This is an optimization exercise on Yosys and OpenROAD, whose aim is small area, not a production implementation. Where RTL was checked, it was by simulation tests only, not by an equivalence proof against the original.

==> flow/design.v (excerpt) <==
module UIController (
  input wire         Clock,
  input wire         Reset_n,
  input  wire [6:0]  REG,
  input  wire [9:0]  VALUE_D,
  output reg  [9:0]  VALUE_Q,
  input  wire        SET,
  input  wire        CLR,
  input  wire        INC,
  input  wire        DEC,
  output wire [8:0]  DISP_VMRK1,
  output wire [8:0]  DISP_VMRK2,
  output wire [8:0]  DISP_HMRK1,
  output wire [8:0]  DISP_HMRK2,
  output wire [1:0]  INPUT_SELECT,
  output wire [0:0]  ADC1_TDIV,
  output wire [1:0]  ADC1_VDIV,
  output wire [7:0]  ADC1_VSHIFT,
  output wire [13:0] ADC1_TRG_LVL,
  output wire [2:0]  ADC1_TRG_MODE,
  output wire [0:0]  ADC2_TDIV,
  output wire [1:0]  ADC2_VDIV,
  output wire [7:0]  ADC2_VSHIFT,
  output wire [13:0] ADC2_TRG_LVL,
  output wire [2:0]  ADC2_TRG_MODE,
  output wire [0:0]  DIG1_TDIV,
  output wire [7:0]  DIG1_VSHIFT,
  output wire [9:0]  DIG1_PAT,
  output wire [9:0]  DIG1_PDCC,
  output reg         DIG1_CFG,
  output wire [0:0]  DIG1_TRG_LVL,
  output wire [2:0]  DIG1_TRG_MODE,
  output wire [0:0]  DIG2_TDIV,
  output wire [7:0]  DIG2_VSHIFT,
  output wire [9:0]  DIG2_PAT,
  output wire [9:0]  DIG2_PDCC,
  output reg         DIG2_CFG,
  output wire [0:0]  DIG2_TRG_LVL,
  output wire [2:0]  DIG2_TRG_MODE,
  output wire [0:0]  DIG3_TDIV,
  output wire [7:0]  DIG3_VSHIFT,
  output wire [9:0]  DIG3_PAT,
  output wire [9:0]  DIG3_PDCC,
  output reg         DIG3_CFG,
  output wire [0:0]  DIG3_TRG_LVL,
  output wire [2:0]  DIG3_TRG_MODE,
  output wire [0:0]  DIG4_TDIV,
  output wire [7:0]  DIG4_VSHIFT,
  output wire [9:0]  DIG4_PAT,
  output wire [9:0]  DIG4_PDCC,
  output reg         DIG4_CFG,
  output wire [0:0]  DIG4_TRG_LVL,
  output wire [2:0]  DIG4_TRG_MODE
);
export LEC_CHECK = 0
export CAP_MARGIN = 5
export CORE_MARGIN = 2
export CORE_UTILIZATION = 72
export PLACE_DENSITY = 0.8
export SLEW_MARGIN = 5
export SYNTH_HIERARCHICAL = 1
export SYNTH_MINIMUM_KEEP_SIZE = 0
create_clock -name core_clock -period 10.0 [get_ports {Clock}]
standard.sh (not shown) runs the stock make flow with config.mk's settings and CLKGATE_MAP_FILE= SYNTH_SCRIPT=/design/flow/synth_recipe.tcl, a recipe that flattens the netlist after the stock synthesis.
==> flow/flow/run.sh <==
#!/bin/bash
# Standard layout, with the port buffers made from the smallest buffer,
# a clock tree of larger clusters without dummy loads, and one tie cell
# for the constant outputs.
set -euo pipefail
export BUFFER_PORTS_ARGS="-buffer_cell sky130_fd_sc_hd__buf_1"
export CTS_ARGS="-sink_clustering_enable -sink_clustering_size 9 -sink_clustering_max_diameter 45 -buf_list sky130_fd_sc_hd__clkbuf_4 -dont_use_dummy_load -repair_clock_nets"
export SKIP_REPAIR_TIE_FANOUT=1
bash standard.sh finish > standard.log 2>&1
Edit:
--- a/flow/design.v
+++ b/flow/design.v
@@ -453,28 +453,30 @@
   wire sub6;
   UIC_ao22 g193 (s[3], DISP_VMRK1_q[6], s[6], DISP_HMRK1_q[6], sub6);
   UIC_nor2 g194 (sub6, ncin, kk[6]);
   wire sub7;
   UIC_ao22 g195 (s[3], DISP_VMRK1_q[7], s[6], DISP_HMRK1_q[7], sub7);
   UIC_nor2 g196 (sub7, ncin, kk[7]);
   wire sub8;
   UIC_ao22 g197 (s[3], DISP_VMRK1_q[8], s[6], DISP_HMRK1_q[8], sub8);
   UIC_nor2 g198 (sub8, ncin, kk[8]);
   assign kk[9] = DEC_p;
-  wire [5:0] cy;
+  wire [7:0] cy;
   assign cy[0] = cin;
   UIC_fa a0 (.a(rd[0]), .b(kk[0]), .c(cy[0]), .s(sum[0]), .co(cy[1]));
   UIC_fa a1 (.a(rd[1]), .b(kk[1]), .c(cy[1]), .s(sum[1]), .co(cy[2]));
   UIC_fa a2 (.a(rd[2]), .b(kk[2]), .c(cy[2]), .s(sum[2]), .co(cy[3]));
   UIC_fa a3 (.a(rd[3]), .b(kk[3]), .c(cy[3]), .s(sum[3]), .co(cy[4]));
   UIC_fa a4 (.a(rd[4]), .b(kk[4]), .c(cy[4]), .s(sum[4]), .co(cy[5]));
-  assign sum[9:5] = rd[9:5] + kk[9:5] + {4'd0, cy[5]};
+  UIC_fa a5 (.a(rd[5]), .b(kk[5]), .c(cy[5]), .s(sum[5]), .co(cy[6]));
+  UIC_fa a6 (.a(rd[6]), .b(kk[6]), .c(cy[6]), .s(sum[6]), .co(cy[7]));
+  assign sum[9:7] = rd[9:7] + kk[9:7] + {2'd0, cy[7]};
   always @(*) begin
     VALUE_Q[9] = rd[9];
   end
   wire vq0;
   UIC_ao22 g199 (is_diff, sum[0], nodiff, rd[0], vq0);
   wire vq1;
   UIC_ao22 g200 (is_diff, sum[1], nodiff, rd[1], vq1);
   wire vq2;
   UIC_ao22 g201 (is_diff, sum[2], nodiff, rd[2], vq2);
   wire vq3;
Via count hardly moves; sequential share of layout area went down by 0.23 points; non-clock buffer count went up by 10; area after synthesis went down by 0.51%; final cell count hardly moves; core utilization went up by 0.73 points; final area went up by 0.46%; routed wire length went up by 3.0%; synthesized cell count went down by 0.99%.
The RTL of the second run of this note was laid out without a check of its function.

-- separate check: timing with driven ports --
The flow's constraints put no driver on any port. The routed layouts listed below were extracted and timed again, unchanged, in two steps. Step 1, drivers: a clkbuf_16 drives Clock and a buf_2 each remaining input, both assumed. Step 2, shift: input delay + t, output delay - t, t = (earliest + latest rising clock arrival at the registers) / 2. This alone moves slack from input paths to output paths. a / b / c = ideal ports / drivers / drivers and shift; a / b = the first two.
run | t, ns | slack for setup (ns) | worst setup path at the end
the first run | 0.706 | 0.282 / 0.242 / 0.242 | input to output
the second run | 0.696 | 0.195 / 0.138 / 0.138 | input to output
After both steps setup and hold are still met in every run listed. The setup slack of the second run, which loses most, moves by -0.057 ns with the drivers and by -0.057 ns with both steps.
